Context: an optimization exercise on an open-source flow, tuned for small area, a short achievable clock period and few clock cycles per item. The choices shown serve that exercise and are no tape-out recipe.
The RTL was checked by simulation tests, not by an equivalence proof against the original design.
No activity file was given, so power comes from the tool's default toggle rates.

===== config.mk =====
export PLATFORM = sky130hd
export DESIGN_NAME = ripemd160
export DESIGN_NICKNAME = ripemd160
export VERILOG_FILES = /design/flow/design.v
export SDC_FILE = /design/flow/constraint.sdc
export NUM_CORES = 8
export LEC_CHECK = 0
export CAP_MARGIN = 20
export CORE_MARGIN = 2
export CORE_UTILIZATION = 65
export CTS_CLUSTER_DIAMETER = 100
export CTS_CLUSTER_SIZE = 30
export SLEW_MARGIN = 20

===== constraint.sdc =====
create_clock -name core_clock -period 14.0 [get_ports {clk}]
set_input_delay 2.8000 -clock core_clock [delete_from_list [all_inputs] [get_ports {clk}]]
set_output_delay 2.8000 -clock core_clock [all_outputs]
set_load 0.01 [all_outputs]

===== design.v =====
module ripemd160
(
    input  logic         clk,
    input  logic         rst,
    input  logic         valid_in,
    output logic         valid_out,
    input  logic [439:0] message,
    output logic [159:0] Hash_result
);
localparam logic [31:0] H0 = 32'h67452301;
localparam logic [31:0] H1 = 32'hefcdab89;
localparam logic [31:0] H2 = 32'h98badcfe;
localparam logic [31:0] H3 = 32'h10325476;
localparam logic [31:0] H4 = 32'hc3d2e1f0;
localparam logic [31:0] KL1 = 32'h5A827999, KL2 = 32'h6ED9EBA1, KL3 = 32'h8F1BBCDC, KL4 = 32'hA953FD4E;
localparam logic [31:0] KR0 = 32'h50A28BE6, KR1 = 32'h5C4DD124, KR2 = 32'h6D703EF3, KR3 = 32'h7A6D76E9;
localparam logic [31:0] CL0 = H1 ^ H2 ^ H3;
localparam logic [31:0] CR0 = (H1 ^ (H2 | ~H3)) + KR0;
function automatic logic [7:0] tt_next(input logic [7:0] t);
    case (t)
        8'd0: tt_next = 8'd0;
        8'd1: tt_next = 8'd0;
        8'd2: tt_next = 8'd150;
        8'd3: tt_next = 8'd45;
        8'd4: tt_next = 8'd150;
        8'd5: tt_next = 8'd45;
        8'd6: tt_next = 8'd150;
        8'd7: tt_next = 8'd45;
        8'd8: tt_next = 8'd150;
        8'd9: tt_next = 8'd45;
        8'd10: tt_next = 8'd150;
        8'd11: tt_next = 8'd45;
        8'd12: tt_next = 8'd150;
        8'd13: tt_next = 8'd45;
        8'd14: tt_next = 8'd150;
        8'd15: tt_next = 8'd45;
        8'd16: tt_next = 8'd150;
        8'd17: tt_next = 8'd45;
        8'd18: tt_next = 8'd150;
        8'd19: tt_next = 8'd45;
        8'd20: tt_next = 8'd150;
        8'd21: tt_next = 8'd45;
        8'd22: tt_next = 8'd150;
        8'd23: tt_next = 8'd45;
        8'd24: tt_next = 8'd150;
        8'd25: tt_next = 8'd45;
        8'd26: tt_next = 8'd150;
        8'd27: tt_next = 8'd45;
        8'd28: tt_next = 8'd150;
        8'd29: tt_next = 8'd45;
        8'd30: tt_next = 8'd150;
        8'd31: tt_next = 8'd45;
        8'd32: tt_next = 8'd202;
        8'd33: tt_next = 8'd228;
        8'd34: tt_next = 8'd202;
        8'd35: tt_next = 8'd228;
        8'd36: tt_next = 8'd202;
        8'd37: tt_next = 8'd228;
        8'd38: tt_next = 8'd202;
        8'd39: tt_next = 8'd228;
        8'd40: tt_next = 8'd202;
        8'd41: tt_next = 8'd228;
        8'd42: tt_next = 8'd202;
        8'd43: tt_next = 8'd228;
        8'd44: tt_next = 8'd202;
        8'd45: tt_next = 8'd228;
        8'd46: tt_next = 8'd202;
        8'd47: tt_next = 8'd228;
        8'd48: tt_next = 8'd202;
        8'd49: tt_next = 8'd228;
        8'd50: tt_next = 8'd202;
        8'd51: tt_next = 8'd228;
        8'd52: tt_next = 8'd202;
        8'd53: tt_next = 8'd228;
        8'd54: tt_next = 8'd202;
        8'd55: tt_next = 8'd228;
        8'd56: tt_next = 8'd202;
        8'd57: tt_next = 8'd228;
        8'd58: tt_next = 8'd202;
        8'd59: tt_next = 8'd228;
        8'd60: tt_next = 8'd202;
        8'd61: tt_next = 8'd228;
        8'd62: tt_next = 8'd202;
        8'd63: tt_next = 8'd228;
        8'd64: tt_next = 8'd89;
        8'd65: tt_next = 8'd89;
        8'd66: tt_next = 8'd89;
        8'd67: tt_next = 8'd89;
        8'd68: tt_next = 8'd89;
        8'd69: tt_next = 8'd89;
        8'd70: tt_next = 8'd89;
        8'd71: tt_next = 8'd89;
        8'd72: tt_next = 8'd89;
        8'd73: tt_next = 8'd89;
        8'd74: tt_next = 8'd89;
        8'd75: tt_next = 8'd89;
        8'd76: tt_next = 8'd89;
        8'd77: tt_next = 8'd89;
        8'd78: tt_next = 8'd89;
        8'd79: tt_next = 8'd89;
        8'd80: tt_next = 8'd89;
        8'd81: tt_next = 8'd89;
        8'd82: tt_next = 8'd89;
        8'd83: tt_next = 8'd89;
        8'd84: tt_next = 8'd89;
        8'd85: tt_next = 8'd89;
        8'd86: tt_next = 8'd89;
        8'd87: tt_next = 8'd89;
        8'd88: tt_next = 8'd89;
        8'd89: tt_next = 8'd89;
        8'd90: tt_next = 8'd89;
        8'd91: tt_next = 8'd89;
        8'd92: tt_next = 8'd89;
        8'd93: tt_next = 8'd89;
        8'd94: tt_next = 8'd89;
        8'd95: tt_next = 8'd89;
        8'd96: tt_next = 8'd228;
        8'd97: tt_next = 8'd202;
        8'd98: tt_next = 8'd228;
        8'd99: tt_next = 8'd202;
        8'd100: tt_next = 8'd228;
        8'd101: tt_next = 8'd202;
        8'd102: tt_next = 8'd228;
        8'd103: tt_next = 8'd202;
        8'd104: tt_next = 8'd228;
        8'd105: tt_next = 8'd202;
        8'd106: tt_next = 8'd228;
        8'd107: tt_next = 8'd202;
        8'd108: tt_next = 8'd228;
        8'd109: tt_next = 8'd202;
        8'd110: tt_next = 8'd228;
        8'd111: tt_next = 8'd202;
        8'd112: tt_next = 8'd228;
        8'd113: tt_next = 8'd202;
        8'd114: tt_next = 8'd228;
        8'd115: tt_next = 8'd202;
        8'd116: tt_next = 8'd228;
        8'd117: tt_next = 8'd202;
        8'd118: tt_next = 8'd228;
        8'd119: tt_next = 8'd202;
        8'd120: tt_next = 8'd228;
        8'd121: tt_next = 8'd202;
        8'd122: tt_next = 8'd228;
        8'd123: tt_next = 8'd202;
        8'd124: tt_next = 8'd228;
        8'd125: tt_next = 8'd202;
        8'd126: tt_next = 8'd228;
        8'd127: tt_next = 8'd202;
        8'd128: tt_next = 8'd45;
        8'd129: tt_next = 8'd150;
        8'd130: tt_next = 8'd45;
        8'd131: tt_next = 8'd150;
        8'd132: tt_next = 8'd45;
        8'd133: tt_next = 8'd150;
        8'd134: tt_next = 8'd45;
        8'd135: tt_next = 8'd150;
        8'd136: tt_next = 8'd45;
        8'd137: tt_next = 8'd150;
        8'd138: tt_next = 8'd45;
        8'd139: tt_next = 8'd150;
        8'd140: tt_next = 8'd45;
        8'd141: tt_next = 8'd150;
        8'd142: tt_next = 8'd45;
        8'd143: tt_next = 8'd150;
        8'd144: tt_next = 8'd45;
        8'd145: tt_next = 8'd150;
        8'd146: tt_next = 8'd45;
        8'd147: tt_next = 8'd150;
        8'd148: tt_next = 8'd45;
        8'd149: tt_next = 8'd150;
        8'd150: tt_next = 8'd45;
        8'd151: tt_next = 8'd150;
        8'd152: tt_next = 8'd45;
        8'd153: tt_next = 8'd150;
        8'd154: tt_next = 8'd45;
        8'd155: tt_next = 8'd150;
        8'd156: tt_next = 8'd45;
        8'd157: tt_next = 8'd150;
        8'd158: tt_next = 8'd45;
        8'd159: tt_next = 8'd150;
        8'd160: tt_next = 8'd0;
        8'd161: tt_next = 8'd0;
        8'd162: tt_next = 8'd0;
        8'd163: tt_next = 8'd0;
        8'd164: tt_next = 8'd0;
        8'd165: tt_next = 8'd0;
        8'd166: tt_next = 8'd0;
        8'd167: tt_next = 8'd0;
        8'd168: tt_next = 8'd0;
        default: tt_next = 8'd0;
    endcase
endfunction
function automatic logic [3:0] kidx_next2(input logic [7:0] t);
    case (t)
        8'd0: kidx_next2 = 4'd15;
        8'd1: kidx_next2 = 4'd0;
        8'd2: kidx_next2 = 4'd5;
        8'd3: kidx_next2 = 4'd0;
        8'd4: kidx_next2 = 4'd5;
        8'd5: kidx_next2 = 4'd0;
        8'd6: kidx_next2 = 4'd5;
        8'd7: kidx_next2 = 4'd0;
        8'd8: kidx_next2 = 4'd5;
        8'd9: kidx_next2 = 4'd0;
        8'd10: kidx_next2 = 4'd5;
        8'd11: kidx_next2 = 4'd0;
        8'd12: kidx_next2 = 4'd5;
        8'd13: kidx_next2 = 4'd0;
        8'd14: kidx_next2 = 4'd5;
        8'd15: kidx_next2 = 4'd0;
        8'd16: kidx_next2 = 4'd5;
        8'd17: kidx_next2 = 4'd0;
        8'd18: kidx_next2 = 4'd5;
        8'd19: kidx_next2 = 4'd0;
        8'd20: kidx_next2 = 4'd5;
        8'd21: kidx_next2 = 4'd0;
        8'd22: kidx_next2 = 4'd5;
        8'd23: kidx_next2 = 4'd0;
        8'd24: kidx_next2 = 4'd5;
        8'd25: kidx_next2 = 4'd0;
        8'd26: kidx_next2 = 4'd5;
        8'd27: kidx_next2 = 4'd0;
        8'd28: kidx_next2 = 4'd5;
        8'd29: kidx_next2 = 4'd0;
        8'd30: kidx_next2 = 4'd5;
        8'd31: kidx_next2 = 4'd1;
        8'd32: kidx_next2 = 4'd6;
        8'd33: kidx_next2 = 4'd1;
        8'd34: kidx_next2 = 4'd6;
        8'd35: kidx_next2 = 4'd1;
        8'd36: kidx_next2 = 4'd6;
        8'd37: kidx_next2 = 4'd1;
        8'd38: kidx_next2 = 4'd6;
        8'd39: kidx_next2 = 4'd1;
        8'd40: kidx_next2 = 4'd6;
        8'd41: kidx_next2 = 4'd1;
        8'd42: kidx_next2 = 4'd6;
        8'd43: kidx_next2 = 4'd1;
        8'd44: kidx_next2 = 4'd6;
        8'd45: kidx_next2 = 4'd1;
        8'd46: kidx_next2 = 4'd6;
        8'd47: kidx_next2 = 4'd1;
        8'd48: kidx_next2 = 4'd6;
        8'd49: kidx_next2 = 4'd1;
        8'd50: kidx_next2 = 4'd6;
        8'd51: kidx_next2 = 4'd1;
        8'd52: kidx_next2 = 4'd6;
        8'd53: kidx_next2 = 4'd1;
        8'd54: kidx_next2 = 4'd6;
        8'd55: kidx_next2 = 4'd1;
        8'd56: kidx_next2 = 4'd6;
        8'd57: kidx_next2 = 4'd1;
        8'd58: kidx_next2 = 4'd6;
        8'd59: kidx_next2 = 4'd1;
        8'd60: kidx_next2 = 4'd6;
        8'd61: kidx_next2 = 4'd1;
        8'd62: kidx_next2 = 4'd6;
        8'd63: kidx_next2 = 4'd2;
        8'd64: kidx_next2 = 4'd7;
        8'd65: kidx_next2 = 4'd2;
        8'd66: kidx_next2 = 4'd7;
        8'd67: kidx_next2 = 4'd2;
        8'd68: kidx_next2 = 4'd7;
        8'd69: kidx_next2 = 4'd2;
        8'd70: kidx_next2 = 4'd7;
        8'd71: kidx_next2 = 4'd2;
        8'd72: kidx_next2 = 4'd7;
        8'd73: kidx_next2 = 4'd2;
        8'd74: kidx_next2 = 4'd7;
        8'd75: kidx_next2 = 4'd2;
        8'd76: kidx_next2 = 4'd7;
        8'd77: kidx_next2 = 4'd2;
        8'd78: kidx_next2 = 4'd7;
        8'd79: kidx_next2 = 4'd2;
        8'd80: kidx_next2 = 4'd7;
        8'd81: kidx_next2 = 4'd2;
        8'd82: kidx_next2 = 4'd7;
        8'd83: kidx_next2 = 4'd2;
        8'd84: kidx_next2 = 4'd7;
        8'd85: kidx_next2 = 4'd2;
        8'd86: kidx_next2 = 4'd7;
        8'd87: kidx_next2 = 4'd2;
        8'd88: kidx_next2 = 4'd7;
        8'd89: kidx_next2 = 4'd2;
        8'd90: kidx_next2 = 4'd7;
        8'd91: kidx_next2 = 4'd2;
        8'd92: kidx_next2 = 4'd7;
        8'd93: kidx_next2 = 4'd2;
        8'd94: kidx_next2 = 4'd7;
        8'd95: kidx_next2 = 4'd3;
        8'd96: kidx_next2 = 4'd8;
        8'd97: kidx_next2 = 4'd3;
        8'd98: kidx_next2 = 4'd8;
        8'd99: kidx_next2 = 4'd3;
        8'd100: kidx_next2 = 4'd8;
        8'd101: kidx_next2 = 4'd3;
        8'd102: kidx_next2 = 4'd8;
        8'd103: kidx_next2 = 4'd3;
        8'd104: kidx_next2 = 4'd8;
        8'd105: kidx_next2 = 4'd3;
        8'd106: kidx_next2 = 4'd8;
        8'd107: kidx_next2 = 4'd3;
        8'd108: kidx_next2 = 4'd8;
        8'd109: kidx_next2 = 4'd3;
        8'd110: kidx_next2 = 4'd8;
        8'd111: kidx_next2 = 4'd3;
        8'd112: kidx_next2 = 4'd8;
        8'd113: kidx_next2 = 4'd3;
        8'd114: kidx_next2 = 4'd8;
        8'd115: kidx_next2 = 4'd3;
        8'd116: kidx_next2 = 4'd8;
        8'd117: kidx_next2 = 4'd3;
        8'd118: kidx_next2 = 4'd8;
        8'd119: kidx_next2 = 4'd3;
        8'd120: kidx_next2 = 4'd8;
        8'd121: kidx_next2 = 4'd3;
        8'd122: kidx_next2 = 4'd8;
        8'd123: kidx_next2 = 4'd3;
        8'd124: kidx_next2 = 4'd8;
        8'd125: kidx_next2 = 4'd3;
        8'd126: kidx_next2 = 4'd8;
        8'd127: kidx_next2 = 4'd4;
        8'd128: kidx_next2 = 4'd0;
        8'd129: kidx_next2 = 4'd4;
        8'd130: kidx_next2 = 4'd0;
        8'd131: kidx_next2 = 4'd4;
        8'd132: kidx_next2 = 4'd0;
        8'd133: kidx_next2 = 4'd4;
        8'd134: kidx_next2 = 4'd0;
        8'd135: kidx_next2 = 4'd4;
        8'd136: kidx_next2 = 4'd0;
        8'd137: kidx_next2 = 4'd4;
        8'd138: kidx_next2 = 4'd0;
        8'd139: kidx_next2 = 4'd4;
        8'd140: kidx_next2 = 4'd0;
        8'd141: kidx_next2 = 4'd4;
        8'd142: kidx_next2 = 4'd0;
        8'd143: kidx_next2 = 4'd4;
        8'd144: kidx_next2 = 4'd0;
        8'd145: kidx_next2 = 4'd4;
        8'd146: kidx_next2 = 4'd0;
        8'd147: kidx_next2 = 4'd4;
        8'd148: kidx_next2 = 4'd0;
        8'd149: kidx_next2 = 4'd4;
        8'd150: kidx_next2 = 4'd0;
        8'd151: kidx_next2 = 4'd4;
        8'd152: kidx_next2 = 4'd0;
        8'd153: kidx_next2 = 4'd4;
        8'd154: kidx_next2 = 4'd0;
        8'd155: kidx_next2 = 4'd4;
        8'd156: kidx_next2 = 4'd0;
        8'd157: kidx_next2 = 4'd4;
        8'd158: kidx_next2 = 4'd0;
        8'd159: kidx_next2 = 4'd13;
        8'd160: kidx_next2 = 4'd12;
        8'd161: kidx_next2 = 4'd0;
        8'd162: kidx_next2 = 4'd11;
        8'd163: kidx_next2 = 4'd0;
        8'd164: kidx_next2 = 4'd10;
        8'd165: kidx_next2 = 4'd0;
        8'd166: kidx_next2 = 4'd9;
        8'd167: kidx_next2 = 4'd0;
        8'd168: kidx_next2 = 4'd0;
        default: kidx_next2 = 4'd0;
    endcase
endfunction
function automatic logic [1:0] ein_next(input logic [7:0] t);
    case (t)
        8'd0: ein_next = 2'd1;
        8'd1: ein_next = 2'd1;
        8'd2: ein_next = 2'd1;
        8'd3: ein_next = 2'd1;
        8'd4: ein_next = 2'd1;
        8'd5: ein_next = 2'd1;
        8'd6: ein_next = 2'd1;
        8'd7: ein_next = 2'd1;
        8'd8: ein_next = 2'd1;
        8'd9: ein_next = 2'd1;
        8'd10: ein_next = 2'd1;
        8'd11: ein_next = 2'd1;
        8'd12: ein_next = 2'd1;
        8'd13: ein_next = 2'd1;
        8'd14: ein_next = 2'd1;
        8'd15: ein_next = 2'd1;
        8'd16: ein_next = 2'd1;
        8'd17: ein_next = 2'd1;
        8'd18: ein_next = 2'd1;
        8'd19: ein_next = 2'd1;
        8'd20: ein_next = 2'd1;
        8'd21: ein_next = 2'd1;
        8'd22: ein_next = 2'd1;
        8'd23: ein_next = 2'd1;
        8'd24: ein_next = 2'd1;
        8'd25: ein_next = 2'd1;
        8'd26: ein_next = 2'd1;
        8'd27: ein_next = 2'd1;
        8'd28: ein_next = 2'd1;
        8'd29: ein_next = 2'd1;
        8'd30: ein_next = 2'd1;
        8'd31: ein_next = 2'd1;
        8'd32: ein_next = 2'd1;
        8'd33: ein_next = 2'd1;
        8'd34: ein_next = 2'd1;
        8'd35: ein_next = 2'd1;
        8'd36: ein_next = 2'd1;
        8'd37: ein_next = 2'd1;
        8'd38: ein_next = 2'd1;
        8'd39: ein_next = 2'd1;
        8'd40: ein_next = 2'd1;
        8'd41: ein_next = 2'd1;
        8'd42: ein_next = 2'd1;
        8'd43: ein_next = 2'd1;
        8'd44: ein_next = 2'd1;
        8'd45: ein_next = 2'd1;
        8'd46: ein_next = 2'd1;
        8'd47: ein_next = 2'd1;
        8'd48: ein_next = 2'd1;
        8'd49: ein_next = 2'd1;
        8'd50: ein_next = 2'd1;
        8'd51: ein_next = 2'd1;
        8'd52: ein_next = 2'd1;
        8'd53: ein_next = 2'd1;
        8'd54: ein_next = 2'd1;
        8'd55: ein_next = 2'd1;
        8'd56: ein_next = 2'd1;
        8'd57: ein_next = 2'd1;
        8'd58: ein_next = 2'd1;
        8'd59: ein_next = 2'd1;
        8'd60: ein_next = 2'd1;
        8'd61: ein_next = 2'd1;
        8'd62: ein_next = 2'd1;
        8'd63: ein_next = 2'd1;
        8'd64: ein_next = 2'd1;
        8'd65: ein_next = 2'd1;
        8'd66: ein_next = 2'd1;
        8'd67: ein_next = 2'd1;
        8'd68: ein_next = 2'd1;
        8'd69: ein_next = 2'd1;
        8'd70: ein_next = 2'd1;
        8'd71: ein_next = 2'd1;
        8'd72: ein_next = 2'd1;
        8'd73: ein_next = 2'd1;
        8'd74: ein_next = 2'd1;
        8'd75: ein_next = 2'd1;
        8'd76: ein_next = 2'd1;
        8'd77: ein_next = 2'd1;
        8'd78: ein_next = 2'd1;
        8'd79: ein_next = 2'd1;
        8'd80: ein_next = 2'd1;
        8'd81: ein_next = 2'd1;
        8'd82: ein_next = 2'd1;
        8'd83: ein_next = 2'd1;
        8'd84: ein_next = 2'd1;
        8'd85: ein_next = 2'd1;
        8'd86: ein_next = 2'd1;
        8'd87: ein_next = 2'd1;
        8'd88: ein_next = 2'd1;
        8'd89: ein_next = 2'd1;
        8'd90: ein_next = 2'd1;
        8'd91: ein_next = 2'd1;
        8'd92: ein_next = 2'd1;
        8'd93: ein_next = 2'd1;
        8'd94: ein_next = 2'd1;
        8'd95: ein_next = 2'd1;
        8'd96: ein_next = 2'd1;
        8'd97: ein_next = 2'd1;
        8'd98: ein_next = 2'd1;
        8'd99: ein_next = 2'd1;
        8'd100: ein_next = 2'd1;
        8'd101: ein_next = 2'd1;
        8'd102: ein_next = 2'd1;
        8'd103: ein_next = 2'd1;
        8'd104: ein_next = 2'd1;
        8'd105: ein_next = 2'd1;
        8'd106: ein_next = 2'd1;
        8'd107: ein_next = 2'd1;
        8'd108: ein_next = 2'd1;
        8'd109: ein_next = 2'd1;
        8'd110: ein_next = 2'd1;
        8'd111: ein_next = 2'd1;
        8'd112: ein_next = 2'd1;
        8'd113: ein_next = 2'd1;
        8'd114: ein_next = 2'd1;
        8'd115: ein_next = 2'd1;
        8'd116: ein_next = 2'd1;
        8'd117: ein_next = 2'd1;
        8'd118: ein_next = 2'd1;
        8'd119: ein_next = 2'd1;
        8'd120: ein_next = 2'd1;
        8'd121: ein_next = 2'd1;
        8'd122: ein_next = 2'd1;
        8'd123: ein_next = 2'd1;
        8'd124: ein_next = 2'd1;
        8'd125: ein_next = 2'd1;
        8'd126: ein_next = 2'd1;
        8'd127: ein_next = 2'd1;
        8'd128: ein_next = 2'd1;
        8'd129: ein_next = 2'd1;
        8'd130: ein_next = 2'd1;
        8'd131: ein_next = 2'd1;
        8'd132: ein_next = 2'd1;
        8'd133: ein_next = 2'd1;
        8'd134: ein_next = 2'd1;
        8'd135: ein_next = 2'd1;
        8'd136: ein_next = 2'd1;
        8'd137: ein_next = 2'd1;
        8'd138: ein_next = 2'd1;
        8'd139: ein_next = 2'd1;
        8'd140: ein_next = 2'd1;
        8'd141: ein_next = 2'd1;
        8'd142: ein_next = 2'd1;
        8'd143: ein_next = 2'd1;
        8'd144: ein_next = 2'd1;
        8'd145: ein_next = 2'd1;
        8'd146: ein_next = 2'd1;
        8'd147: ein_next = 2'd1;
        8'd148: ein_next = 2'd1;
        8'd149: ein_next = 2'd1;
        8'd150: ein_next = 2'd1;
        8'd151: ein_next = 2'd1;
        8'd152: ein_next = 2'd1;
        8'd153: ein_next = 2'd1;
        8'd154: ein_next = 2'd1;
        8'd155: ein_next = 2'd1;
        8'd156: ein_next = 2'd1;
        8'd157: ein_next = 2'd1;
        8'd158: ein_next = 2'd1;
        8'd159: ein_next = 2'd1;
        8'd160: ein_next = 2'd1;
        8'd161: ein_next = 2'd2;
        8'd162: ein_next = 2'd0;
        8'd163: ein_next = 2'd0;
        8'd164: ein_next = 2'd0;
        8'd165: ein_next = 2'd0;
        8'd166: ein_next = 2'd0;
        8'd167: ein_next = 2'd0;
        8'd168: ein_next = 2'd0;
        default: ein_next = 2'd0;
    endcase
endfunction
function automatic logic [3:0] rho_pow(input logic [2:0] k, input logic [3:0] x);
    case ({k, x})
        7'd0: rho_pow = 4'd0;
        7'd1: rho_pow = 4'd1;
        7'd2: rho_pow = 4'd2;
        7'd3: rho_pow = 4'd3;
        7'd4: rho_pow = 4'd4;
        7'd5: rho_pow = 4'd5;
        7'd6: rho_pow = 4'd6;
        7'd7: rho_pow = 4'd7;
        7'd8: rho_pow = 4'd8;
        7'd9: rho_pow = 4'd9;
        7'd10: rho_pow = 4'd10;
        7'd11: rho_pow = 4'd11;
        7'd12: rho_pow = 4'd12;
        7'd13: rho_pow = 4'd13;
        7'd14: rho_pow = 4'd14;
        7'd15: rho_pow = 4'd15;
        7'd16: rho_pow = 4'd7;
        7'd17: rho_pow = 4'd4;
        7'd18: rho_pow = 4'd13;
        7'd19: rho_pow = 4'd1;
        7'd20: rho_pow = 4'd10;
        7'd21: rho_pow = 4'd6;
        7'd22: rho_pow = 4'd15;
        7'd23: rho_pow = 4'd3;
        7'd24: rho_pow = 4'd12;
        7'd25: rho_pow = 4'd0;
        7'd26: rho_pow = 4'd9;
        7'd27: rho_pow = 4'd5;
        7'd28: rho_pow = 4'd2;
        7'd29: rho_pow = 4'd14;
        7'd30: rho_pow = 4'd11;
        7'd31: rho_pow = 4'd8;
        7'd32: rho_pow = 4'd3;
        7'd33: rho_pow = 4'd10;
        7'd34: rho_pow = 4'd14;
        7'd35: rho_pow = 4'd4;
        7'd36: rho_pow = 4'd9;
        7'd37: rho_pow = 4'd15;
        7'd38: rho_pow = 4'd8;
        7'd39: rho_pow = 4'd1;
        7'd40: rho_pow = 4'd2;
        7'd41: rho_pow = 4'd7;
        7'd42: rho_pow = 4'd0;
        7'd43: rho_pow = 4'd6;
        7'd44: rho_pow = 4'd13;
        7'd45: rho_pow = 4'd11;
        7'd46: rho_pow = 4'd5;
        7'd47: rho_pow = 4'd12;
        7'd48: rho_pow = 4'd1;
        7'd49: rho_pow = 4'd9;
        7'd50: rho_pow = 4'd11;
        7'd51: rho_pow = 4'd10;
        7'd52: rho_pow = 4'd0;
        7'd53: rho_pow = 4'd8;
        7'd54: rho_pow = 4'd12;
        7'd55: rho_pow = 4'd4;
        7'd56: rho_pow = 4'd13;
        7'd57: rho_pow = 4'd3;
        7'd58: rho_pow = 4'd7;
        7'd59: rho_pow = 4'd15;
        7'd60: rho_pow = 4'd14;
        7'd61: rho_pow = 4'd5;
        7'd62: rho_pow = 4'd6;
        7'd63: rho_pow = 4'd2;
        7'd64: rho_pow = 4'd4;
        7'd65: rho_pow = 4'd0;
        7'd66: rho_pow = 4'd5;
        7'd67: rho_pow = 4'd9;
        7'd68: rho_pow = 4'd7;
        7'd69: rho_pow = 4'd12;
        7'd70: rho_pow = 4'd2;
        7'd71: rho_pow = 4'd10;
        7'd72: rho_pow = 4'd14;
        7'd73: rho_pow = 4'd1;
        7'd74: rho_pow = 4'd3;
        7'd75: rho_pow = 4'd8;
        7'd76: rho_pow = 4'd11;
        7'd77: rho_pow = 4'd6;
        7'd78: rho_pow = 4'd15;
        7'd79: rho_pow = 4'd13;
        default: rho_pow = 4'd15;
    endcase
endfunction
function automatic logic [3:0] shift_of(input logic [2:0] k, input logic [3:0] w);
    case ({k, w})
        7'd0: shift_of = 4'd11;
        7'd1: shift_of = 4'd14;
        7'd2: shift_of = 4'd15;
        7'd3: shift_of = 4'd12;
        7'd4: shift_of = 4'd5;
        7'd5: shift_of = 4'd8;
        7'd6: shift_of = 4'd7;
        7'd7: shift_of = 4'd9;
        7'd8: shift_of = 4'd11;
        7'd9: shift_of = 4'd13;
        7'd10: shift_of = 4'd14;
        7'd11: shift_of = 4'd15;
        7'd12: shift_of = 4'd6;
        7'd13: shift_of = 4'd7;
        7'd14: shift_of = 4'd9;
        7'd15: shift_of = 4'd8;
        7'd16: shift_of = 4'd12;
        7'd17: shift_of = 4'd13;
        7'd18: shift_of = 4'd11;
        7'd19: shift_of = 4'd15;
        7'd20: shift_of = 4'd6;
        7'd21: shift_of = 4'd9;
        7'd22: shift_of = 4'd9;
        7'd23: shift_of = 4'd7;
        7'd24: shift_of = 4'd12;
        7'd25: shift_of = 4'd15;
        7'd26: shift_of = 4'd11;
        7'd27: shift_of = 4'd13;
        7'd28: shift_of = 4'd7;
        7'd29: shift_of = 4'd8;
        7'd30: shift_of = 4'd7;
        7'd31: shift_of = 4'd7;
        7'd32: shift_of = 4'd13;
        7'd33: shift_of = 4'd15;
        7'd34: shift_of = 4'd14;
        7'd35: shift_of = 4'd11;
        7'd36: shift_of = 4'd7;
        7'd37: shift_of = 4'd7;
        7'd38: shift_of = 4'd6;
        7'd39: shift_of = 4'd8;
        7'd40: shift_of = 4'd13;
        7'd41: shift_of = 4'd14;
        7'd42: shift_of = 4'd13;
        7'd43: shift_of = 4'd12;
        7'd44: shift_of = 4'd5;
        7'd45: shift_of = 4'd5;
        7'd46: shift_of = 4'd6;
        7'd47: shift_of = 4'd9;
        7'd48: shift_of = 4'd14;
        7'd49: shift_of = 4'd11;
        7'd50: shift_of = 4'd12;
        7'd51: shift_of = 4'd14;
        7'd52: shift_of = 4'd8;
        7'd53: shift_of = 4'd6;
        7'd54: shift_of = 4'd5;
        7'd55: shift_of = 4'd5;
        7'd56: shift_of = 4'd15;
        7'd57: shift_of = 4'd12;
        7'd58: shift_of = 4'd15;
        7'd59: shift_of = 4'd14;
        7'd60: shift_of = 4'd9;
        7'd61: shift_of = 4'd9;
        7'd62: shift_of = 4'd8;
        7'd63: shift_of = 4'd6;
        7'd64: shift_of = 4'd15;
        7'd65: shift_of = 4'd12;
        7'd66: shift_of = 4'd13;
        7'd67: shift_of = 4'd13;
        7'd68: shift_of = 4'd9;
        7'd69: shift_of = 4'd5;
        7'd70: shift_of = 4'd8;
        7'd71: shift_of = 4'd6;
        7'd72: shift_of = 4'd14;
        7'd73: shift_of = 4'd11;
        7'd74: shift_of = 4'd12;
        7'd75: shift_of = 4'd11;
        7'd76: shift_of = 4'd8;
        7'd77: shift_of = 4'd6;
        7'd78: shift_of = 4'd5;
        7'd79: shift_of = 4'd5;
        default: shift_of = 4'd0;
    endcase
endfunction
function automatic logic [31:0] k_of(input logic [3:0] i);
    case (i)
        4'd1:    k_of = KL1;
        4'd2:    k_of = KL2;
        4'd3:    k_of = KL3;
        4'd4:    k_of = KL4;
        4'd5:    k_of = KR0;
        4'd6:    k_of = KR1;
        4'd7:    k_of = KR2;
        4'd8:    k_of = KR3;
        4'd9:    k_of = H0;
        4'd10:   k_of = H1;
        4'd11:   k_of = H2;
        4'd12:   k_of = H3;
        4'd13:   k_of = H4;
        4'd14:   k_of = CL0;
        4'd15:   k_of = CR0;
        default: k_of = '0;
    endcase
endfunction
function automatic logic [31:0] add32(input logic [31:0] a, input logic [31:0] b);
    logic [31:0] g, p, gn, pn;
    begin
        g = a & b;
        p = a ^ b;
        for (int l = 0; l < 5; l++) begin
            gn = g;
            pn = p;
            for (int i = 0; i < 32; i++)
                if (((i >> l) & 1) == 1) begin
                    gn[i] = g[i] | (p[i] & g[((i >> l) << l) - 1]);
                    pn[i] = p[i] & p[((i >> l) << l) - 1];
                end
            g = gn;
            p = pn;
        end
        add32 = a ^ b ^ {g[30:0], 1'b0};
    end
endfunction
function automatic logic [31:0] bswap(input logic [31:0] x);
    bswap = {x[7:0], x[15:8], x[23:16], x[31:24]};
endfunction
logic [439:0] msg_q;
logic         busy;
logic         vout;
logic [7:0]   n;
logic [7:0]   ttn;
logic [3:0]   rlo, rhi;
logic [6:0]   wq;                    
logic [2:0]   xr;
logic [3:0]   xj, xin, xi, sh;
logic         xok, xe;               
logic [1:0]   ein;
logic [3:0]   kidx;                  
logic         init, first, unrot;
logic [31:0]  B0, C0, D0, E0;        
logic [31:0]  B1, C1, D1, E1;        
logic [31:0]  AXs, AXc;              
logic [31:0]  Sq;
logic [31:0]  G0, G1, G0n, G1n, C0n, D0n;
logic [511:0] xw;
logic [31:0]  x, xn, an, k, f, s2, c2, S, R1, R, ea, T;
wire accept = valid_in & ~busy;
wire [7:0] n_next = busy ? n + 8'd1 : 8'd1;
wire [7:0] n_idx  = busy ? n : 8'd0;
always_comb begin
    for (int i = 0; i < 13; i++)
        xw[32*i +: 32] = bswap(msg_q[439-32*i -: 32]);
    xw[32*13 +: 32] = {8'h80, msg_q[7:0], msg_q[15:8], msg_q[23:16]};
    xw[32*14 +: 32] = 32'h000001b8;
    xw[32*15 +: 32] = 32'h00000000;
end
always_ff @(posedge clk) begin
    if (!busy)
        msg_q <= message;
end
always_ff @(posedge clk) begin
    if (rst) begin
        busy <= 1'b0;
        vout <= 1'b0;
    end else begin
        vout <= busy & (n == 8'd168);
        if (accept)
            busy <= 1'b1;
        else if (n == 8'd168)
            busy <= 1'b0;
    end
end
always_ff @(posedge clk) begin
    n     <= n_next;
    wq    <= busy ? {n[7:5], xi} : 7'd0;    
    xi    <= xin;
    xok   <= n_next <= 8'd159;
    xe    <= n_next >= 8'd161 && n_next[0];
    rlo   <= (busy && n >= 8'd161) ? 4'b0001 : 4'b0001 << sh[1:0];
    rhi   <= (busy && n >= 8'd161) ? 4'b0001 : 4'b0001 << sh[3:2];
    ein   <= ein_next(n_idx);
    kidx  <= kidx_next2(n_idx);
    init  <= !busy;                        
    first <= busy && (n == 8'd1 || n == 8'd2);
    unrot <= busy && n >= 8'd161;
end
always_comb begin
    f = (B0 & G1) | (~B0 & G0);
    s2 = f ^ AXs ^ AXc;
    c2 = {(f[30:0] & AXs[30:0]) | (f[30:0] & AXc[30:0]) | (AXs[30:0] & AXc[30:0]), 1'b0};
    S = add32(s2, c2);
end
always_comb begin
    R1 = ({32{rlo[0]}} & Sq) | ({32{rlo[1]}} & {Sq[30:0], Sq[31]})
       | ({32{rlo[2]}} & {Sq[29:0], Sq[31:30]}) | ({32{rlo[3]}} & {Sq[28:0], Sq[31:29]});
    R  = ({32{rhi[0]}} & R1) | ({32{rhi[1]}} & {R1[27:0], R1[31:28]})
       | ({32{rhi[2]}} & {R1[23:0], R1[31:24]}) | ({32{rhi[3]}} & {R1[19:0], R1[31:20]});
    ea = ({32{ein[0]}} & E1) | ({32{ein[1]}} & B0);
    T = add32(R, ea);
end
always_comb begin
    sh = shift_of(wq[6:4], wq[3:0]);
    xr  = n_next[7:5];
    xj  = n_next[0] ? n_next[4:1] + {n_next[1], 3'b101} : n_next[4:1];
    xin = rho_pow(xr, xj);
    x = xe ? E0 : '0;                      
    for (int i = 0; i < 16; i++)
        x = x | (xw[32*i +: 32] & {32{xok && xi == i}});
    xn = busy ? x : bswap(message[439 -: 32]);             
    an = (init || !busy) ? H0 : E1;                         
    k  = busy ? k_of(kidx) : CL0;                          
    C0n = (init || !busy) ? H2 : first ? H1 : B1;
    D0n = (init || !busy) ? H3 : unrot ? C1 : {C1[21:0], C1[31:22]};
    ttn = tt_next(n_idx);
    for (int i = 0; i < 32; i++) begin
        G1n[i] = ttn[{1'b1, C0n[i], D0n[i]}];
        G0n[i] = ttn[{1'b0, C0n[i], D0n[i]}];
    end
end
always_ff @(posedge clk) begin
    Sq <= S;
    AXs <= an ^ xn ^ k;
    AXc <= {(an[30:0] & xn[30:0]) | (an[30:0] & k[30:0]) | (xn[30:0] & k[30:0]), 1'b0};
    B1 <= B0;
    C1 <= C0;
    D1 <= D0;
    E1 <= E0;
    B0 <= T;
    C0 <= C0n;
    D0 <= D0n;
    E0 <= (init || !busy) ? H4 : D1;
    G1 <= G1n;
    G0 <= G0n;
end
assign valid_out   = vout;
assign Hash_result = {bswap(B1), bswap(C1), bswap(D1), bswap(E0), bswap(Sq)};
endmodule

===== flow/run.sh =====
#!/bin/bash
set -euo pipefail
cd "$(dirname "$0")/.."
export BUFFER_PORTS_ARGS="-buffer_cell sky130_fd_sc_hd__buf_1"
export SETUP_SLACK_MARGIN=10
bash ./standard.sh > standard.log 2>&1

===== standard.sh =====
#!/bin/bash
# synth_recipe.tcl (not shown) runs the flow's synth.tcl, then flattens the netlist and writes it again
# the make line also repeats each setting of config.mk as NAME=value (left out here)
make -C /OpenROAD-flow-scripts/flow DESIGN_CONFIG=/design/flow/config.mk WORK_HOME=/design/flow/orfs CLKGATE_MAP_FILE= SYNTH_SCRIPT=/design/flow/synth_recipe.tcl "${@:-finish}"

==> impl_metrics.env, run 1 <==
export IMPL_outcome="finished clean"
export IMPL_timing_slew_headroom_pct=25.9
export IMPL_drt_initial_drc_count=5582
export IMPL_min_path_type="reg2reg"
export IMPL_skew_ns=0.0393
export IMPL_cpPeakStageDelay_ns=0.48
export IMPL_crit_chain="buf_6"
export IMPL_dp_hpwl_um=103000
export IMPL_power_density_nw_per_um2=158
export IMPL_synth_edf_count=440
export IMPL_synth_seq_cells=892
export IMPL_synth_nets=3580
export IMPL_dieArea_um2=58500
export IMPL_nFillCells=3671
export IMPL_grt_pass1_vias=28200
export IMPL_clk_path_buf_depth=3
export IMPL_critPathLaunchType="flip-flop"
export IMPL_drtPass1Iterations=9
export IMPL_fmax_ghz=0.248
export IMPL_overflow=0
export IMPL_ys_seq_area_share_pct=60.5
export IMPL_holdPathEnd="D1[9]$_DFF_P_"
export IMPL_timing_final_ws_setup_ns=9.96
export IMPL_ys_types=79
export IMPL_path_buf_inv=1
export IMPL_drive_gt1_share_pct=12.4
export IMPL_cp_depth=1
export IMPL_portBuffers=603
export IMPL_vias=29800
export IMPL_rr_startpoint="xi[2]$_DFF_P_"
export IMPL_nNetsFinal=4113
export IMPL_grt_start_max_net_pins=186
export IMPL_worst_ir_drop_vdd_v=0.000155
export IMPL_die_h_um=242
export IMPL_setup_viol=0
export IMPL_ios=604
export IMPL_cp_end_kind="output pin"
export IMPL_grt_pass1_wl_um=196000
export IMPL_numPlacedInstances=4207
export IMPL_numCtsBuffers=36
export IMPL_ys_warn_count=1
export IMPL_cap_violations=0
export IMPL_reg2reg_to="AXs[0]$_DFF_P_"
export IMPL_critPathMaxFanout=3
export IMPL_critPathArrivalTime_ns=1.24
export IMPL_multiInputGateArea_um2=13700
export IMPL_synth_async_reset_ratio_pct=0
export IMPL_crit_family="flip-flops"
export IMPL_seq_area_um2=22600
export IMPL_track_usage_pct=46.4
export IMPL_rsz0062_at_grt="true"
export IMPL_setup_tns_ns=0
export IMPL_clock_sinks=892
export IMPL_drc_errors=0
export IMPL_hold_viol_final=0
export IMPL_crit_type="reg2out"
export IMPL_die_x_um=242
export IMPL_wirelength_um=139000
export IMPL_syn_inst=2982
export IMPL_finalNonFillerCells=4316
export IMPL_post_drt_wl_per_cell_um=32.3
export IMPL_gp_congestion=1.08
export IMPL_whs_path_depth=0
export IMPL_ctsHtreeMaxLevel=2
export IMPL_start_util_pct=65.5
export IMPL_p_leak_uw=0.0152
export IMPL_maxSlewViolCount=0
export IMPL_ant_nets=0
export IMPL_placed_area_um2=39800
export IMPL_finish_utilization_pct=74.1
export IMPL_cts_tree="yes"
export IMPL_syn_area_per_cell_um2=12.3
export IMPL_antenna_found_initial=37
export IMPL_fin_area_um2=41600
export IMPL_min_from="D0[9]$_DFF_P_"
export IMPL_synth_area_um2=36800
export IMPL_clkLatencyLatePin_ns=0.63
export IMPL_ys_flop_type="dfxtp_1"
export IMPL_clkTransAtPathRegs_ns=0.11
export IMPL_vias_per_cell=6.91
export IMPL_period_needed_ns=4.04
export IMPL_tightest_slew_ns=1.11
export IMPL_crit_slowest_cell="dfxtp_4"
export IMPL_worstPathRequired_ns=11.20
export IMPL_period_share_pct=28.8
export IMPL_final_common_cell="buf_1"
export IMPL_worst_r2r_setup_slack_ns=10.04
export IMPL_synthToLayoutAreaGrowth_pct=13.2
export IMPL_coreArea_um2=56200
export IMPL_clockRootBuffer="clkbuf_16"
export IMPL_final_cell_mix="534 x buf_1, 440 x edfxtp_1, 320 x dfxtp_1"
export IMPL_fp_row_count=87
export IMPL_pre_cts_slack_ns=9.66
export IMPL_reg2regPathDepth=7
registers in the layout, summed over array words and instances (netlist names), 8 cells and up:
signal,flops
G1,32
D1,32
msg_q,440
E0,32
Sq,32
n,8
AXs,32
AXc,31
B1,32
B0,32
C1,32
C0,32
G0,32
D0,32
E1,32
how the worst max path moves through the flow:
stage	start	end	slack, ns
detailed placement	rlo[3]$_SDFF_PP0_	B0[17]$_DFF_P_	9.66
CTS	E0[28]$_SDFF_PP0_	Hash_result[36]	9.99
global placement	rlo[2]$_SDFF_PP0_	B0[17]$_DFF_P_	9.73
global route	Sq[30]$_DFF_P_	B0[17]$_DFF_P_	9.94
floorplan	rlo[2]$_SDFF_PP0_	B0[17]$_DFF_P_	10.39
finish	E0[28]$_SDFF_PP0_	Hash_result[36]	9.96
cell usage after synthesis, drive strengths merged, types with 6 or more instances:
master / instances / area, um^2
a211oi: 23 / 185
mux4: 18 / 405
nor3: 71 / 365
xor2: 21 / 191
and2: 46 / 288
o21ai: 146 / 734
a222oi: 19 / 190
a21o: 20 / 150
nor2: 163 / 614
ha: 85 / 1060
o211ai: 27 / 203
mux2: 35 / 394
o22a: 32 / 280
xnor2: 38 / 333
a22o: 62 / 543
dfxtp: 452 / 9050
a22oi: 237 / 1780
a31oi: 13 / 87.6
edfxtp: 440 / 13200
or2: 30 / 188
o21bai: 9 / 67.6
and3: 9 / 56.3
buf: 52 / 250
inv: 63 / 236
a211o: 6 / 52.6
nand3: 90 / 450
mux2i: 52 / 521
a21oi: 125 / 626
nand4: 31 / 194
nand2: 176 / 661
nor3b: 7 / 52.6
nor4: 7 / 50.1
nor2b: 12 / 75.1
nand2b: 21 / 131
o21a: 8 / 60.1
fa: 70 / 1400
a221o: 18 / 180
a221oi: 50 / 444
clkbuf: 126 / 473
o22ai: 15 / 93.8
power breakdown:
| group | switching [uW] | total (uW) | internal [uW] | leakage (uW) |
|---|---|---|---|---|
| clock network | 814 | 1340 | 523 | 0.000523 |
| registers | 353 | 3470 | 3120 | 0.00817 |
| logic | 1120 | 1770 | 647 | 0.00649 |
| total | 2290 | 6580 | 4290 | 0.0152 |
metrics by stage:
| stage | hold slack [ns] | total power [uW] |
|---|---|---|
| after global placement | 0.310 | 5100 |
| after CTS | 0.333 | 6450 |
| after global routing | 0.333 | 6750 |
| after detailed placement | 0.312 | 5130 |
| final | 0.326 | 6580 |
| after floorplan | 0.310 | 4340 |
layer usage:
| metal | vias to the layer above | routed length (um) | GRT usage [%] |
|---|---|---|---|
| met5 | - | 107 | 0 |
| met4 | 16 | 13500 | 35.8 |
| met3 | 600 | 17600 | 11.6 |
| met2 | 2671 | 62200 | 70.5 |
| met1 | 14200 | 45900 | 57.5 |
| li1 | 12300 | - | - |
timing repair:
action,4_1_cts,5_1_grt
endpoints found under the setup margin,126,84
hold buffers,0,0
endpoints found under the hold margin,0,0
pin swaps,0,2
resized for setup,216,83
setup buffers,20,5
area by class of cell:
| class | instances | share of cell area [%] |
|---|---|---|
| Clock inverter | 6 | 0.153 |
| Sequential cell | 892 | 54.3 |
| Inverter | 67 | 0.643 |
| Clock buffer | 53 | 2.44 |
| Tap cell | 756 | 2.27 |
| Antenna cell | 24 | 0.144 |
| Timing Repair Buffer | 673 | 7.15 |
| Multi-Input combinational cell | 1845 | 32.9 |
cells by family (layout without fill, tap and decap cells):
family,Yosys count,in the layout,share of synthesized area [%]
compound gates,846,846,16.3
xor+xnor,59,59,1.42
fa+ha+maj,155,155,6.70
buf+inv,245,799,2.65
flops,892,892,60.5
mux,105,105,3.59
other cells,0,24,0
simple gates,680,680,8.85
Testbench counts, summed over its fixed seeds: cycles 43,272, hashes 256.
==> run 2: changes to the inputs <==
--- a/design.v
+++ b/design.v
@@ -181,11 +181,8 @@
         8'd160: tt_next = 8'd0;
         8'd161: tt_next = 8'd0;
-        8'd162: tt_next = 8'd0;
+        8'd162: tt_next = 8'd170;
         8'd163: tt_next = 8'd0;
-        8'd164: tt_next = 8'd0;
+        8'd164: tt_next = 8'd170;
         8'd165: tt_next = 8'd0;
-        8'd166: tt_next = 8'd0;
-        8'd167: tt_next = 8'd0;
-        8'd168: tt_next = 8'd0;
         default: tt_next = 8'd0;
     endcase
@@ -354,12 +351,9 @@
         8'd159: kidx_next2 = 4'd13;
         8'd160: kidx_next2 = 4'd12;
-        8'd161: kidx_next2 = 4'd0;
+        8'd161: kidx_next2 = 4'd10;
         8'd162: kidx_next2 = 4'd11;
-        8'd163: kidx_next2 = 4'd0;
-        8'd164: kidx_next2 = 4'd10;
+        8'd163: kidx_next2 = 4'd9;
+        8'd164: kidx_next2 = 4'd0;
         8'd165: kidx_next2 = 4'd0;
-        8'd166: kidx_next2 = 4'd9;
-        8'd167: kidx_next2 = 4'd0;
-        8'd168: kidx_next2 = 4'd0;
         default: kidx_next2 = 4'd0;
     endcase
@@ -533,7 +527,4 @@
         8'd164: ein_next = 2'd0;
         8'd165: ein_next = 2'd0;
-        8'd166: ein_next = 2'd0;
-        8'd167: ein_next = 2'd0;
-        8'd168: ein_next = 2'd0;
         default: ein_next = 2'd0;
     endcase
@@ -756,9 +747,10 @@
 logic [7:0]   n;
 logic [7:0]   ttn;
-logic [3:0]   rlo, rhi;
+logic [3:0]   rlo, rhi;              
 logic [6:0]   wq;                    
 logic [2:0]   xr;
 logic [3:0]   xj, xin, xi, sh;
-logic         xok, xe;               
+logic         xok, xe, xd;           
+logic         az;                    
 logic [1:0]   ein;
 logic [3:0]   kidx;                  
@@ -768,7 +760,7 @@
 logic [31:0]  AXs, AXc;              
 logic [31:0]  Sq;
-logic [31:0]  G0, G1, G0n, G1n, C0n, D0n;
+logic [31:0]  Fq, G0n, G1n, C0n, D0n;
 logic [511:0] xw;
-logic [31:0]  x, xn, an, k, f, s2, c2, S, R1, R, ea, T;
+logic [31:0]  x, xn, an, k, s2, c2, S, R1, R, ea, T;
 wire accept = valid_in & ~busy;
 wire [7:0] n_next = busy ? n + 8'd1 : 8'd1;
@@ -790,8 +782,8 @@
         vout <= 1'b0;
     end else begin
-        vout <= busy & (n == 8'd168);
+        vout <= busy & (n == 8'd165);
         if (accept)
             busy <= 1'b1;
-        else if (n == 8'd168)
+        else if (n == 8'd165)
             busy <= 1'b0;
     end
@@ -802,6 +794,7 @@
     xi    <= xin;
     xok   <= n_next <= 8'd159;
-    xe    <= n_next >= 8'd161 && n_next[0];
-    rlo   <= (busy && n >= 8'd161) ? 4'b0001 : 4'b0001 << sh[1:0];
+    xe    <= n_next == 8'd161 || n_next == 8'd163;
+    xd    <= n_next == 8'd162 || n_next == 8'd164;
+    az    <= n_next == 8'd162 || n_next == 8'd164;
     rhi   <= (busy && n >= 8'd161) ? 4'b0001 : 4'b0001 << sh[3:2];
     ein   <= ein_next(n_idx);
@@ -812,27 +805,27 @@
 end
 always_comb begin
-    f = (B0 & G1) | (~B0 & G0);
-    s2 = f ^ AXs ^ AXc;
-    c2 = {(f[30:0] & AXs[30:0]) | (f[30:0] & AXc[30:0]) | (AXs[30:0] & AXc[30:0]), 1'b0};
+    s2 = Fq ^ AXs ^ AXc;
+    c2 = {(Fq[30:0] & AXs[30:0]) | (Fq[30:0] & AXc[30:0]) | (AXs[30:0] & AXc[30:0]), 1'b0};
     S = add32(s2, c2);
+    sh = shift_of(wq[6:4], wq[3:0]);
+    rlo = (busy && n >= 8'd161) ? 4'b0001 : 4'b0001 << sh[1:0];
+    R1 = ({32{rlo[0]}} & S) | ({32{rlo[1]}} & {S[30:0], S[31]})
+       | ({32{rlo[2]}} & {S[29:0], S[31:30]}) | ({32{rlo[3]}} & {S[28:0], S[31:29]});
 end
 always_comb begin
-    R1 = ({32{rlo[0]}} & Sq) | ({32{rlo[1]}} & {Sq[30:0], Sq[31]})
-       | ({32{rlo[2]}} & {Sq[29:0], Sq[31:30]}) | ({32{rlo[3]}} & {Sq[28:0], Sq[31:29]});
-    R  = ({32{rhi[0]}} & R1) | ({32{rhi[1]}} & {R1[27:0], R1[31:28]})
-       | ({32{rhi[2]}} & {R1[23:0], R1[31:24]}) | ({32{rhi[3]}} & {R1[19:0], R1[31:20]});
+    R  = ({32{rhi[0]}} & Sq) | ({32{rhi[1]}} & {Sq[27:0], Sq[31:28]})
+       | ({32{rhi[2]}} & {Sq[23:0], Sq[31:24]}) | ({32{rhi[3]}} & {Sq[19:0], Sq[31:20]});
     ea = ({32{ein[0]}} & E1) | ({32{ein[1]}} & B0);
     T = add32(R, ea);
 end
 always_comb begin
-    sh = shift_of(wq[6:4], wq[3:0]);
     xr  = n_next[7:5];
     xj  = n_next[0] ? n_next[4:1] + {n_next[1], 3'b101} : n_next[4:1];
     xin = rho_pow(xr, xj);
-    x = xe ? E0 : '0;                      
+    x = ({32{xe}} & E0) | ({32{xd}} & D0);   
     for (int i = 0; i < 16; i++)
         x = x | (xw[32*i +: 32] & {32{xok && xi == i}});
     xn = busy ? x : bswap(message[439 -: 32]);             
-    an = (init || !busy) ? H0 : E1;                         
+    an = (init || !busy) ? H0 : az ? '0 : E1;               
     k  = busy ? k_of(kidx) : CL0;                          
     C0n = (init || !busy) ? H2 : first ? H1 : B1;
@@ -845,5 +838,5 @@
 end
 always_ff @(posedge clk) begin
-    Sq <= S;
+    Sq <= R1;
     AXs <= an ^ xn ^ k;
     AXc <= {(an[30:0] & xn[30:0]) | (an[30:0] & k[30:0]) | (xn[30:0] & k[30:0]), 1'b0};
@@ -856,8 +849,7 @@
     D0 <= D0n;
     E0 <= (init || !busy) ? H4 : D1;
-    G1 <= G1n;
-    G0 <= G0n;
+    Fq <= (T & G1n) | (~T & G0n);
 end
 assign valid_out   = vout;
-assign Hash_result = {bswap(B1), bswap(C1), bswap(D1), bswap(E0), bswap(Sq)};
+assign Hash_result = {bswap(B1), bswap(B0), bswap(C0), bswap(C1), bswap(Sq)};
 endmodule
--- a/config.mk
+++ b/config.mk
@@ -9,5 +9,5 @@
 export CORE_MARGIN = 2
 export CORE_UTILIZATION = 65
-export CTS_CLUSTER_DIAMETER = 100
-export CTS_CLUSTER_SIZE = 30
+export CTS_CLUSTER_DIAMETER = 80
+export CTS_CLUSTER_SIZE = 25
 export SLEW_MARGIN = 20
==> run 2 against run 1 <==
Net effect: clock power up 11%; cell count about the same; power rose by 15%; flip-flop and latch count fell by 35; sequential share of layout area is 2.2 points lower; maximum frequency up 0.56%; wire length rose by 0.34%; register-to-register slack gained 0.04 ns; die area up 0.65%; first-iteration DRC count decreased by 4.4%; cell area is 0.42% higher; critical endpoint is now Hash_result[147]; largest cell class unchanged.
==> impl_metrics.env, run 2 <==
export IMPL_outcome="finished clean"
export IMPL_critPathMaxFanout=2
export IMPL_cts_tree="yes"
export IMPL_syn_area_per_cell_um2=12.3
export IMPL_drc_errors=0
export IMPL_clk_path_buf_depth=3
export IMPL_numPlacedInstances=4222
export IMPL_cpPeakStageDelay_ns=0.40
export IMPL_fmax_ghz=0.249
export IMPL_critPathArrivalTime_ns=1.21
export IMPL_maxSlewViolCount=0
export IMPL_start_util_pct=65.7
export IMPL_worstPathRequired_ns=11.20
export IMPL_die_x_um=243
export IMPL_numCtsBuffers=45
export IMPL_clockRootBuffer="clkbuf_16"
export IMPL_clkLatencyLatePin_ns=0.64
export IMPL_hold_viol_final=0
export IMPL_yosys_top_cells_area="edfxtp_1 36%, dfxtp_1 23%, a22oi_1 4.4%"
export IMPL_synth_async_reset_ratio_pct=0
export IMPL_period_needed_ns=4.01
export IMPL_grt_pass1_wl_um=196000
export IMPL_rsz0062_at_grt="true"
export IMPL_fp_row_count=87
export IMPL_tightest_slew_ns=1.20
export IMPL_crit_chain="buf_1"
export IMPL_synth_seq_cells=857
export IMPL_clkTransAtPathRegs_ns=0.10
export IMPL_drtPass1Iterations=7
export IMPL_path_buf_inv=1
export IMPL_pre_cts_slack_ns=9.67
export IMPL_drive_gt1_share_pct=10.5
export IMPL_setup_tns_ns=0
export IMPL_synth_nets=3611
export IMPL_p_leak_uw=0.0153
export IMPL_ys_types=94
export IMPL_timing_slew_headroom_pct=20.0
export IMPL_ys_flop_type="edfxtp_1"
export IMPL_dp_hpwl_um=105000
export IMPL_largest_reg_flops=440
export IMPL_syn_inst=3005
export IMPL_post_drt_wl_per_cell_um=32.4
export IMPL_ctsHtreeMaxLevel=2
export IMPL_portBuffers=603
export IMPL_overflow=0
export IMPL_nNetsFinal=4122
export IMPL_cp_end_kind="output pin"
export IMPL_synth_edf_count=440
export IMPL_synthTopCellsByCount="440 x edfxtp_1, 417 x dfxtp_1, 218 x a22oi_1"
export IMPL_largest_register="msg_q"
export IMPL_vias_per_cell=6.97
export IMPL_critPathLaunchType="flip-flop"
export IMPL_skew_ns=0.0424
export IMPL_worst_ir_drop_vdd_v=0.000146
export IMPL_finish_utilization_pct=74.2
export IMPL_vias=30100
export IMPL_synth_area_um2=37000
export IMPL_period_share_pct=28.7
export IMPL_antenna_found_initial=16
export IMPL_yosys_area_top_type_share_pct=35.7
export IMPL_final_common_cell="buf_1"
export IMPL_drt_initial_drc_count=5337
export IMPL_dieArea_um2=58900
export IMPL_ys_seq_area_share_pct=58.2
export IMPL_ys_warn_count=1
export IMPL_crit_family="flip-flops"
export IMPL_finalNonFillerCells=4320
export IMPL_post_synth_top_count_cell="edfxtp_1"
export IMPL_grt_pass1_vias=28200
export IMPL_power_density_nw_per_um2=180
export IMPL_setup_viol=0
export IMPL_final_cell_mix="563 x buf_1, 440 x edfxtp_1, 320 x dfxtp_1"
export IMPL_wirelength_um=140000
export IMPL_postCtsHoldBufs=0
export IMPL_ios=604
export IMPL_grt_start_max_net_pins=131
export IMPL_synthToLayoutAreaGrowth_pct=12.9
export IMPL_synth_top_area_cell="edfxtp_1"
export IMPL_cap_violations=0
export IMPL_clock_sinks=857
export IMPL_track_usage_pct=46.0
export IMPL_gp_congestion=1.03
export IMPL_die_h_um=243
export IMPL_min_path_type="reg2reg"
export IMPL_ant_nets=0
export IMPL_crit_type="reg2out"
export IMPL_crit_slowest_cell="dfxtp_1"
export IMPL_coreArea_um2=56400
export IMPL_timing_final_ws_setup_ns=9.99
[run 2: changes by cell type in the layout (fill, tap and decap cells not counted), moves of 30 or more]
cell / previous run / this run
mux2i_1: 51 / 136
nand3_1: 90 / 45
nor3_1: 64 / 21
dfxtp_4: 72 / 36
mux2_2: 35 / 4
o21ai_0: 135 / 105
[run 2: power by group]
group / internal [uW] / switching [uW] / total, uW / leakage (uW)
clock network: 646 / 847 / 1490 / 0.000685
registers: 3050 / 392 / 3440 / 0.00787
logic: 973 / 1630 / 2600 / 0.00675
[run 2: kinds of logic (layout without fill, tap and decap cells)]
family	Yosys count	after routing	share of synthesized area (%)
DFF	857	857	58.2
AOI/OAI and AO/OA	851	853	16.6
and+or+nand+nor	630	630	8.06
buffers and inverters	270	810	2.86
muxes	173	173	5.80
adders and majority gates	163	163	6.92
xor gates and xnor gates	61	61	1.51
other	0	17	0
[run 2: what timing repair did]
| item | 4_1_cts | 5_1_grt |
|---|---|---|
| hold endpoints to repair | 0 | 0 |
| pin swaps | 0 | 1 |
| endpoints found under the setup margin | 117 | 75 |
| buffers inserted | 0 | 1 |
| gates resized for setup | 145 | 36 |
| cloned | 0 | 2 |
[run 2: worst paths after layout]
kind	startpoint	end	slack, ns	cells after the start
worst max-delay path	B1[11]$_DFF_P_	Hash_result[147]	9.99	1
worst min-delay path	E0[12]$_SDFF_PN0_	E1[12]$_DFF_P_	0.33	0
worst max register to register	busy$_SDFFE_PP0P_	Fq[7]$_DFF_P_	10.08	9
worst min register to register	E0[12]$_SDFF_PN0_	E1[12]$_DFF_P_	0.33	0
[run 2: worst register-to-register path, delay by kind of cell, from the launching register on]
family          cells  cell delay, ns
buf+inv             1            0.53
mux                 2            0.63
compound gates      3            1.20
flops               1            0.59
simple gates        2            0.54
fa+ha+maj           1            0.34
[run 2: area by class of cell]
class                   instances  area (um^2)
repair buffers                652         2700
fillers                      3684        14600
flip-flops and latches        857        21800
clock buffers                  63         1210
inverters                      80          312
well taps                     756          946
multi-input cells            1880        14600
clock inverters                15          209
diodes                         17         42.5
[run 2: routing by layer]
metal	wire length, um	up-vias	track usage (%)
met5	23	-	0
met4	11900	4	31.1
met3	19500	521	12.4
met2	61300	2753	68.5
met1	47200	14400	59.2
li1	-	12400	-
[run 2: through the flow]
| stage | cell area (um^2) | total power [uW] | hold WS [ns] |
|---|---|---|---|
| CTS | 41600 | 7400 | 0.343 |
| global route | 41800 | 7770 | 0.352 |
| global placement | 40000 | 5850 | 0.335 |
| detailed placement | 40000 | 5900 | 0.335 |
| finish | 41800 | 7540 | 0.332 |
| floorplan | 37100 | 4910 | 0.330 |
Testbench counts of run 2, summed over its fixed seeds: cycles 42,504, hashes 256.

afterwards: timing with drivers on the ports:
No port has a modelled driver above. Below, the same layouts with a new extraction and two added sets of constraints.
Step 1 (the two cells are an assumption about what drives the block):
set clk [get_ports {clk}]
set_driving_cell -lib_cell sky130_fd_sc_hd__clkbuf_16 $clk
set_driving_cell -lib_cell sky130_fd_sc_hd__buf_2 [delete_from_list [all_inputs] $clk]
Step 2 adds t to the input delays and takes it off the output delays; t is the mean of the earliest and latest rising clock arrival at the registers after step 1. Input paths then give back, and output paths get back, about the clock's delay inside the block.
Slacks: ideal ports / drivers / drivers and shift; pairs: ideal ports / drivers.
run	t (ns)	slack for setup (ns)	hold slack, ns	worst data-port slew with drivers (ns)
run 1	0.673	9.965 / 9.899 / 9.966	0.326 / 0.326 / 0.326	0.16
run 2	0.684	9.987 / 9.918 / 10.003	0.332 / 0.332 / 0.332	0.11
After both steps every run listed still meets setup and hold.
